From an optimization exercise on the open Yosys and OpenROAD flow, aimed at small area; shortcuts taken in it are not production practice.
The RTL was checked by simulation tests, not by an equivalence proof against the original design.
Power and IR drop assume default switching activity.

## onyx
// rover_io
module rover_io (
    input  wire        clk,               
    input  wire        rst_n,             
    input  wire [5:0]  rc_in,             
    input  wire        hall_in,           
    input  wire [3:0]  dip_sw,            
    input  wire [15:0] steer_duty,        
    input  wire [14:0] throttle_duty,     
    input  wire [15:0] led_value,         
    output wire [19:0] pulse_width0,
    output wire [19:0] pulse_width1,
    output wire [19:0] pulse_width2,
    output wire [19:0] pulse_width3,
    output wire [19:0] pulse_width4,
    output wire [19:0] pulse_width5,
    output wire [15:0] hall_count,
    output wire        pwm_steering,
    output wire        pwm_throttle,
    output wire        digital_output1,
    output wire [7:0]  led
);
  wire       heartbeat;
  wire       pwm_steering_gen;
  wire       pwm_throttle_gen;
  he_counter #(.W(16)) inst_HE_sensor (
      .clk(clk), .rst_n(rst_n), .pulse_signal(hall_in), .pulse_counts(hall_count));
  mux_4bit #(.BITS(8)) inst_mux_LED (
      .a({1'b1, 1'b1, heartbeat, heartbeat, heartbeat, 1'b1, heartbeat, 1'b1}),
      .b(led_value[7:0]),
      .c(led_value[15:8]),
      .d({1'b1, 1'b1, heartbeat, heartbeat, heartbeat, 1'b1, heartbeat, 1'b1}),
      .e(steer_duty[7:0]),
      .f(steer_duty[15:8]),
      .g({hall_count[6:0], hall_in}),
      .sel(dip_sw),
      .out(led));
  mux_4bit #(.BITS(1)) inst_mux_steering (
      .a(pwm_steering_gen), .b(rc_in[3]), .c(1'b0), .d(1'b0),
      .e(pwm_steering_gen), .f(pwm_steering_gen), .g(1'b0),
      .sel(dip_sw), .out(pwm_steering));
  mux_4bit #(.BITS(1)) inst_mux_throttle (
      .a(pwm_throttle_gen), .b(rc_in[2]), .c(1'b0), .d(1'b0),
  ...
For scale: ~1200 cells after synthesis, ~210 I/O pins, ~12000 um2 of cells after synthesis.
==> flow/config.mk <==
export PLATFORM = sky130hd
export DESIGN_NAME = rover_io
export DESIGN_NICKNAME = rover_io
export VERILOG_FILES = /design/flow/design.v
export SDC_FILE = /design/flow/constraint.sdc
export NUM_CORES = 4
export LEC_CHECK = 0
export CAP_MARGIN = 20
export CORE_MARGIN = 2
export CORE_UTILIZATION = 65
export GPL_TIMING_DRIVEN = 0
export SLEW_MARGIN = 20
==> flow/constraint.sdc <==
create_clock -name core_clock -period 20.0 [get_ports {clk}]
set_input_delay 4.0000 -clock core_clock [delete_from_list [all_inputs] [get_ports {clk}]]
set_output_delay 4.0000 -clock core_clock [all_outputs]
set_load 0.01 [all_outputs]
standard.sh (not shown) runs the stock make flow with config.mk's settings and CLKGATE_MAP_FILE= SYNTH_SCRIPT=/design/flow/synth_recipe.tcl, a recipe that flattens the netlist after the stock synthesis.
==> flow/flow/run.sh <==
#!/bin/bash
# The standard layout (standard.sh) with three changes:
#  - synthesis leaves adders to abc (no ADDER_MAP_FILE) and runs abc with the
#    area-oriented script flow/abc_area.script instead of ORFS's;
#  - ports are buffered with buf_1;
#  - the clock tree uses clkbuf_8 leaf clusters of 18 sinks and no dummy loads.
# Everything else (registers, floorplan, power grid, routing) is the standard flow.
# The output of the whole run goes to standard_flow.log; ORFS keeps each
# step's own log under orfs/logs/.
set -euo pipefail
W=$(pwd)
cat > "$W/area_synth.tcl" <<EOF
proc abc {args} {
  set i [lsearch -exact \$args -script]
  if { \$i >= 0 } { set args [lreplace \$args [expr {\$i + 1}] [expr {\$i + 1}] $W/flow/abc_area.script] }
  yosys abc {*}\$args
}
source $W/synth_recipe.tcl
EOF
bash standard.sh \
  "SYNTH_SCRIPT=$W/area_synth.tcl" \
  "ADDER_MAP_FILE=" \
  "BUFFER_PORTS_ARGS=-buffer_cell sky130_fd_sc_hd__buf_1" \
  "CTS_ARGS=-sink_clustering_enable -repair_clock_nets -dont_use_dummy_load -buf_list sky130_fd_sc_hd__clkbuf_8 -sink_clustering_size 18 -sink_clustering_max_diameter 60" \
  finish > standard_flow.log 2>&1
==> flow/flow/abc_area.script <==
strash
balance
rewrite
refactor
balance
rewrite
rewrite -z
balance
refactor -z
rewrite -z
balance
&get -n
&st
&dch -f
&nf -a -R 1000
&put
strash
balance
rewrite
refactor
balance
rewrite
rewrite -z
balance
refactor -z
rewrite -z
balance
&get -n
&st
&dch -f
&nf -a -R 1000
&put
strash
balance
rewrite
refactor
balance
rewrite
rewrite -z
balance
refactor -z
rewrite -z
balance
&get -n
&st
&dch -f
&nf -a -R 1000
&put
strash
balance
rewrite
refactor
balance
rewrite
rewrite -z
balance
refactor -z
rewrite -z
balance
&get -n
&st
&dch -f
&nf -a -R 1000
&put
strash
balance
rewrite
refactor
balance
rewrite
rewrite -z
balance
refactor -z
rewrite -z
balance
&get -n
&st
&dch -f
&nf -a -R 1000
&put
strash
balance
rewrite
refactor
balance
rewrite
rewrite -z
balance
refactor -z
rewrite -z
balance
&get -n
&st
&dch -f
&nf -a -R 1000
&put
strash
balance
rewrite
refactor
balance
rewrite
rewrite -z
balance
refactor -z
rewrite -z
balance
&get -n
&st
&dch -f
&nf -a -R 1000
&put
strash
balance
rewrite
refactor
balance
rewrite
rewrite -z
balance
refactor -z
rewrite -z
balance
&get -n
&st
&dch -f
&nf -a -R 1000
&put
onyx finished every stage and its layout cleared the timing, design-rule and antenna checks.
[inputs] cedar vs onyx
- an added PLACE_DENSITY of 0.85
- a deleted GPL_TIMING_DRIVEN that had been 0
Notes after the runs:
On number of cells traversed by the worst register-to-register path, onyx and cedar are neck and neck. For clock-net power, cedar and onyx come out practically identical. Looking at clock-buffer cell count, cedar sits about 4.5% above onyx.

* * *

Starting RTL as in the previous note.
clock: 20.0 ns
lec_check: 0
cap_margin: 20
core_margin: 2
core_utilization: 65
place_density: 0.85
slew_margin: 20
==> flow/flow/run.sh <==
#!/bin/bash
# The standard layout (standard.sh) with three changes:
#  - synthesis leaves adders to abc (no ADDER_MAP_FILE) and runs abc with the
#    area-oriented script flow/abc_area.script instead of ORFS's;
#  - ports are buffered with buf_1;
#  - the clock tree uses clkbuf_4 leaf clusters of 11 sinks and no dummy loads.
# Everything else (registers, floorplan, power grid, routing) is the standard flow.
# The output of the whole run goes to standard_flow.log; ORFS keeps each
# step's own log under orfs/logs/.
set -euo pipefail
W=$(pwd)
cat > "$W/area_synth.tcl" <<EOF
proc abc {args} {
  set i [lsearch -exact \$args -script]
  if { \$i >= 0 } { set args [lreplace \$args [expr {\$i + 1}] [expr {\$i + 1}] $W/flow/abc_area.script] }
  yosys abc {*}\$args
}
source $W/synth_recipe.tcl
EOF
bash standard.sh \
  "SYNTH_SCRIPT=$W/area_synth.tcl" \
  "ADDER_MAP_FILE=" \
  "BUFFER_PORTS_ARGS=-buffer_cell sky130_fd_sc_hd__buf_1" \
  "CTS_ARGS=-sink_clustering_enable -repair_clock_nets -dont_use_dummy_load -buf_list sky130_fd_sc_hd__clkbuf_4 -sink_clustering_size 11 -sink_clustering_max_diameter 60" \
  finish > standard_flow.log 2>&1
Scripts as last shown in full above: flow/flow/abc_area.script
The starting point passed the timing, design-rule and antenna checks.
Then changed:
--- a/flow/flow/run.sh
+++ b/flow/flow/run.sh
@@ -5,3 +5,3 @@
 #  - ports are buffered with buf_1;
-#  - the clock tree uses clkbuf_4 leaf clusters of 11 sinks and no dummy loads.
+#  - the clock tree uses clkbuf_8 leaf clusters of 18 sinks and no dummy loads.
 # Everything else (registers, floorplan, power grid, routing) is the standard flow.
--- a/flow/config.mk
+++ b/flow/config.mk
@@ -10,3 +10,2 @@
 export CORE_UTILIZATION = 65
-export PLACE_DENSITY = 0.85
 export SLEW_MARGIN = 20
Final area is about the same.
Synthesized cell count stays the same.
Final cell count stays flat.
Worst setup slack gets worse by 0.18 ns.
Count of clock-buffer cells in the layout is unchanged.
Maximum frequency falls by 1.9%.
Utilization is about the same.
Routed wire length grows by 2.0%.
Area after synthesis is unchanged.
Then changed:
--- a/flow/flow/run.sh
+++ b/flow/flow/run.sh
@@ -23,3 +23,3 @@
   "BUFFER_PORTS_ARGS=-buffer_cell sky130_fd_sc_hd__buf_1" \
-  "CTS_ARGS=-sink_clustering_enable -repair_clock_nets -dont_use_dummy_load -buf_list sky130_fd_sc_hd__clkbuf_4 -sink_clustering_size 11 -sink_clustering_max_diameter 60" \
+  "CTS_ARGS=-sink_clustering_enable -repair_clock_nets -dont_use_dummy_load -buf_list sky130_fd_sc_hd__clkbuf_8 -sink_clustering_size 22 -sink_clustering_max_diameter 40" \
   finish > standard_flow.log 2>&1
=> The changed run completed without violations; utilization came out higher by 1.3 points; power climbs by a little under a tenth; worst setup slack degrades by 0.017 ns; sequential power hardly moves.
Then changed:
--- a/flow/flow/run.sh
+++ b/flow/flow/run.sh
@@ -23,3 +23,3 @@
   "BUFFER_PORTS_ARGS=-buffer_cell sky130_fd_sc_hd__buf_1" \
-  "CTS_ARGS=-sink_clustering_enable -repair_clock_nets -dont_use_dummy_load -buf_list sky130_fd_sc_hd__clkbuf_8 -sink_clustering_size 22 -sink_clustering_max_diameter 40" \
+  "CTS_ARGS=-sink_clustering_enable -repair_clock_nets -dont_use_dummy_load -buf_list sky130_fd_sc_hd__clkbuf_8 -sink_clustering_size 18 -sink_clustering_max_diameter 60" \
   finish > standard_flow.log 2>&1
Power drops by 7.2%.
Clock power drops by 21%.
Synthesized area is unchanged.
Then changed:
--- a/flow/config.mk
+++ b/flow/config.mk
@@ -9,3 +9,3 @@
 export CORE_MARGIN = 2
-export CORE_UTILIZATION = 65
+export CORE_UTILIZATION = 80
 export SLEW_MARGIN = 20
After rerunning: Synthesized area does not change. Utilization goes up by 18 points. Setup slack got worse by 0.048 ns. Final area falls by 0.41%. Wire length goes up by 28%. Final cell count shrinks by 3.0%. Die area drops by 18%. Synthesized cell count stays the same. Global-route usage came out higher by 14 points. Hold slack gains 0.0097 ns.
Then changed:
--- a/flow/flow/run.sh
+++ b/flow/flow/run.sh
@@ -5,3 +5,3 @@
 #  - ports are buffered with buf_1;
-#  - the clock tree uses clkbuf_8 leaf clusters of 18 sinks and no dummy loads.
+#  - the clock tree uses clkbuf_4 leaf clusters of 10 sinks and no dummy loads.
 # Everything else (registers, floorplan, power grid, routing) is the standard flow.
@@ -23,3 +23,3 @@
   "BUFFER_PORTS_ARGS=-buffer_cell sky130_fd_sc_hd__buf_1" \
-  "CTS_ARGS=-sink_clustering_enable -repair_clock_nets -dont_use_dummy_load -buf_list sky130_fd_sc_hd__clkbuf_8 -sink_clustering_size 18 -sink_clustering_max_diameter 60" \
+  "CTS_ARGS=-sink_clustering_enable -repair_clock_nets -dont_use_dummy_load -buf_list sky130_fd_sc_hd__clkbuf_4 -sink_clustering_size 10 -sink_clustering_max_diameter 60" \
   finish > standard_flow.log 2>&1
--- a/flow/flow/abc_area.script
+++ b/flow/flow/abc_area.script
@@ -80,49 +80 @@
 &put
-strash
-balance
-rewrite
-refactor
-balance
-rewrite
-rewrite -z
-balance
-refactor -z
-rewrite -z
-balance
-&get -n
-&st
-&dch -f
-&nf -a -R 1000
-&put
-strash
-balance
-rewrite
-refactor
-balance
-rewrite
-rewrite -z
-balance
-refactor -z
-rewrite -z
-balance
-&get -n
-&st
-&dch -f
-&nf -a -R 1000
-&put
-strash
-balance
-rewrite
-refactor
-balance
-rewrite
-rewrite -z
-balance
-refactor -z
-rewrite -z
-balance
-&get -n
-&st
-&dch -f
-&nf -a -R 1000
-&put
--- a/flow/config.mk
+++ b/flow/config.mk
@@ -7,5 +7,5 @@
 export LEC_CHECK = 0
-export CAP_MARGIN = 20
+export CAP_MARGIN = 0
 export CORE_MARGIN = 2
-export CORE_UTILIZATION = 80
-export SLEW_MARGIN = 20
+export CORE_UTILIZATION = 65
+export SLEW_MARGIN = 0
Effect: The changed run went through all stages and came out clean; cell area rises by 0.65%; synthesized cell count rises by 0.96%; clock-buffer cell count rises by 17; utilization falls by 18 points; combinational power falls by 18%; worst hold slack gets worse by 0.0085 ns; via count falls by 11%; routed wire length falls by 25%; global-route usage falls by 16 points.

-- static timing again, ports no longer ideal --
Ports are ideal in the flow. The routed layouts listed here were re-timed in OpenROAD. Step 1 assumes that a clkbuf_16 drives the clock port and a buf_2 every other input. Step 2 also shifts input and output timing later by t, the mid clock arrival at the registers, as if the neighbouring blocks saw the same clock. Three values: ideal ports, drivers, drivers and shift; two values: the first two.
run	t, ns	setup WS [ns]	worst setup path at the end
onyx	0.560	10.262 / 10.235 / 10.235	input to output
cedar	0.562	10.477 / 10.457 / 10.457	input to output
the first run of note 2	0.627	10.454 / 10.434 / 10.434	input to output
the second run of note 2	0.657	10.273 / 10.246 / 10.246	input to output
the third run of note 2	0.554	10.256 / 10.229 / 10.229	input to output
the fourth run of note 2	0.570	10.353 / 10.328 / 10.328	input to output
the fifth run of note 2	0.567	10.305 / 10.280 / 10.280	input to output
the sixth run of note 2	0.624	10.315 / 10.282 / 10.282	input to output
After both steps setup and hold are still met in every run listed. The setup slack of the sixth run of note 2, which loses most, moves by -0.033 ns with the drivers and by -0.033 ns with both steps.
